Source: an optimization exercise on an open RTL-to-GDS flow (aim: small area, a short achievable clock period and few clock cycles). Production flows keep margins and buffers that such runs may drop.
The RTL was checked by simulation tests, not by an equivalence proof against the original design.

==> flow/design.v <==
module div (
    input wire clk,
    input wire rst_n,
    input wire [32-1:0] dividend_i,
    input wire [32-1:0] divisor_i,
    input wire                       start_i,
    input wire                       ctrl_ready_i,
    input wire [                3:0] op_i,
    output wire [32-1:0] result_o,
    output reg                        busy_o,
    output reg                        valid_o
);
    localparam [1:0] S_IDLE = 2'd0, S_PREP = 2'd1, S_ITER = 2'd2, S_FIN = 2'd3;
    reg  [1:0] state;
    reg [31:0] r;       
    reg [31:0] x;       
    reg [31:0] q;       
    reg  [4:0] cnt;
    reg  [4:0] pa, pb;  
    reg        sa, sb;  
    reg        is_rem;   
    reg        cin;      
    function automatic [4:0] msb32(input [31:0] v);
        reg [7:0] nz;
        reg [1:0] p [0:7];
        reg [2:0] g;
        integer i;
        begin
            for (i = 0; i < 8; i = i + 1) begin
                nz[i]   = |v[4*i+:4];
                p[i][1] = v[4*i+3] | v[4*i+2];
                p[i][0] = v[4*i+3] | (~v[4*i+2] & v[4*i+1]);
            end
            g[2] = |nz[7:4];
            g[1] = g[2] ? (nz[7] | nz[6]) : (nz[3] | nz[2]);
            g[0] = g[2] ? (nz[7] | (~nz[6] & nz[5])) : (nz[3] | (~nz[2] & nz[1]));
            msb32 = {g, p[g]};
        end
    endfunction
    wire        sgn_i = op_i[0] | op_i[2];
    wire        sa_i  = sgn_i & dividend_i[31];
    wire        sb_i  = sgn_i & divisor_i[31];
    wire [31:0] a_m   = dividend_i ^ {32{sa_i}};    
    wire [31:0] b_m   = divisor_i ^ {32{sb_i}};     
    wire [32:0] sum;
    wire        cout = sum[32];
    add32 u_add (.a(r), .b(x), .ci(cin), .s(sum));
    wire        prep = (state == S_PREP);
    wire [31:0] inc_in = prep ? r : (is_rem ? (r ^ {32{sa}}) : ~q);
    wire        inc_c  = (prep | is_rem) ? sa : 1'b1;
    wire [31:0] inc_out;
    inc32 u_inc (.a(inc_in), .ci(inc_c), .s(inc_out));
    wire [5:0] kk = {1'b0, pa} + {5'd0, sa} - {1'b0, pb};
    wire [4:0] k  = kk[4:0];
    reg  [31:0] x_init;
    always @(*) begin
        x_init = x;
        if (k[0]) x_init = {x_init[30:0], {1{~sb}}};
        if (k[1]) x_init = {x_init[29:0], {2{~sb}}};
        if (k[2]) x_init = {x_init[27:0], {4{~sb}}};
        if (k[3]) x_init = {x_init[23:0], {8{~sb}}};
        if (k[4]) x_init = {x_init[15:0], {16{~sb}}};
    end
    wire bz = ~sb & (&x);                           
    wire lt = ~cout;
    wire early = bz | ((sa & ~sb) ? kk[5] : lt);
    assign result_o = q;
    always @(posedge clk) begin
        if (!rst_n) begin
            state   <= S_IDLE;
            busy_o  <= 1'b0;
            valid_o <= 1'b0;
        end else begin
            case (state)
                S_IDLE: begin
                    if (ctrl_ready_i) begin
                        valid_o <= 1'b0;
                        if (start_i) begin
                            state  <= S_PREP;
                            busy_o <= 1'b1;
                        end
                    end
                end
                S_PREP: begin
                    if (early) begin
                        if (sa & is_rem) begin
                            state <= S_FIN;
                        end else begin
                            state   <= S_IDLE;
                            busy_o  <= 1'b0;
                            valid_o <= 1'b1;
                        end
                    end else begin
                        state <= S_ITER;
                    end
                end
                S_ITER: begin
                    if (cnt == 5'd0) begin
                        if (is_rem | (sa ^ sb)) begin
                            state <= S_FIN;
                        end else begin
                            state   <= S_IDLE;
                            busy_o  <= 1'b0;
                            valid_o <= 1'b1;
                        end
                    end
                end
                default: begin   
                    state   <= S_IDLE;
                    busy_o  <= 1'b0;
                    valid_o <= 1'b1;
                end
            endcase
        end
    end
    always @(posedge clk) begin
        pa <= msb32(a_m);
        pb <= msb32(b_m | {31'd0, sb_i});
        case (state)
            S_IDLE:  x <= ~b_m;
            S_PREP:  x <= x_init;
            default: x <= {1'b1, x[31:1]};
        endcase
        cnt <= (state == S_PREP) ? k : cnt - 5'd1;
        cin <= (state == S_IDLE) ? (sa_i | ~sb_i) : ~sb;
        case (state)
            S_IDLE: begin
                r      <= a_m;
                sa     <= sa_i;
                sb     <= sb_i;
                is_rem <= op_i[2] | op_i[3];
            end
            S_PREP: begin
                r <= inc_out;
                q <= is_rem ? inc_out : {32{bz}};
            end
            S_ITER: begin
                if (cout) r <= sum[31:0];
                q <= {q[30:0], cout};
            end
            default: begin   
                q <= inc_out;
            end
        endcase
    end
endmodule
module add32 (
    input  wire [31:0] a,
    input  wire [31:0] b,
    input  wire        ci,
    output wire [32:0] s
);
    reg [31:0] g [0:5];
    reg [31:0] p [0:5];
    integer l, i;
    always @(*) begin
        g[0] = a & b;
        p[0] = a ^ b;
        g[0][0] = g[0][0] | (p[0][0] & ci);
        for (l = 0; l < 5; l = l + 1) begin
            g[l+1] = g[l];
            p[l+1] = p[l];
            for (i = 0; i < 32; i = i + 1)
                if ((i >> l) & 1) begin
                    g[l+1][i] = g[l][i] | (p[l][i] & g[l][((i >> l) << l) - 1]);
                    p[l+1][i] = p[l][i] & p[l][((i >> l) << l) - 1];
                end
        end
    end
    assign s = {g[5][31], (a ^ b) ^ {g[5][30:0], ci}};
endmodule
module inc32 (
    input  wire [31:0] a,
    input  wire        ci,
    output wire [31:0] s
);
    reg [31:0] t [0:5];
    integer l, i;
    always @(*) begin
        t[0] = a;
        t[0][0] = a[0] & ci;
        for (l = 0; l < 5; l = l + 1) begin
            t[l+1] = t[l];
            for (i = 0; i < 32; i = i + 1)
                if ((i >> l) & 1) t[l+1][i] = t[l][i] & t[l][((i >> l) << l) - 1];
        end
    end
    assign s = a ^ {t[5][30:0], ci};
endmodule
export LEC_CHECK = 0
export ABC_AREA = 1
export CAP_MARGIN = 20
export CORE_MARGIN = 2
export CORE_UTILIZATION = 50
export PLACE_DENSITY = 0.65
export SETUP_SLACK_MARGIN = 4.75
export SLEW_MARGIN = 20
create_clock -name core_clock -period 8.0 [get_ports {clk}]
standard.sh (not shown) runs the stock make flow with config.mk's settings and CLKGATE_MAP_FILE= SYNTH_SCRIPT=/design/flow/synth_recipe.tcl, a recipe that flattens the netlist after the stock synthesis.
==> flow/flow/run.sh <==
#!/bin/bash
# The standard layout (the standard.sh, standard synthesis included),
# with the port buffers that ORFS inserts before global placement made
# from sky130_fd_sc_hd__buf_1 instead of the library's pick.
set -euo pipefail
export BUFFER_PORTS_ARGS="-buffer_cell sky130_fd_sc_hd__buf_1"
bash standard.sh > standard.log 2>&1
Testbench counts at the start, summed over its fixed seeds: cycles 63,187.
Next try:
--- a/flow/design.v
+++ b/flow/design.v
@@ -19,7 +19,6 @@
     reg  [4:0] pa, pb;  
     reg        sa, sb;  
     reg        is_rem;   
-    reg        cin;      
     function automatic [4:0] msb32(input [31:0] v);
         reg [7:0] nz;
         reg [1:0] p [0:7];
@@ -42,6 +41,7 @@
     wire        sb_i  = sgn_i & divisor_i[31];
     wire [31:0] a_m   = dividend_i ^ {32{sa_i}};    
     wire [31:0] b_m   = divisor_i ^ {32{sb_i}};     
+    wire        cin = ~sb | (sa & (state == S_PREP));
     wire [32:0] sum;
     wire        cout = sum[32];
     add32 u_add (.a(r), .b(x), .ci(cin), .s(sum));
@@ -122,7 +122,6 @@
             default: x <= {1'b1, x[31:1]};
         endcase
         cnt <= (state == S_PREP) ? k : cnt - 5'd1;
-        cin <= (state == S_IDLE) ? (sa_i | ~sb_i) : ~sb;
         case (state)
             S_IDLE: begin
                 r      <= a_m;
=> The new run produced a clean layout. Cell area rises by 1.7%. Fmax rises by 0.67%. Worst setup slack is better by 21 ps. Synthesized cell count falls by 0.82%. Non-clock buffer count rises by 25.
Testbench counts after the change, summed over its fixed seeds: cycles 63,187.

[re-timing with driven ports]
No port has a modelled driver above. Below, the same layouts with a new extraction and two added sets of constraints.
Step 1 sets driving cells, clkbuf_16 on the clock port and buf_2 on the other inputs (assumed; they add their load-dependent delay and slew).
Step 2 moves the port delays by t, midway between the first and last clock arrival at a register: inputs arrive t later, outputs are due t later. That takes back most of the time a late clock gives input paths.
a / b / c = ideal ports / drivers / drivers and shift; a / b = the first two.
| run | t (ns) | setup slack, ns | worst register clock-pin slew, ns | worst data-port slew with drivers (ns) |
|---|---|---|---|---|
| the first run | 0.479 | 4.813 / 4.835 / 4.365 | 0.07 / 0.07 | 0.04 |
| the second run | 0.480 | 4.834 / 4.856 / 4.380 | 0.06 / 0.06 | 0.04 |
After both steps every run listed still meets setup and hold. For the second run, which loses most, drivers alone change the setup slack by +0.022 ns; drivers and shift together by -0.454 ns.
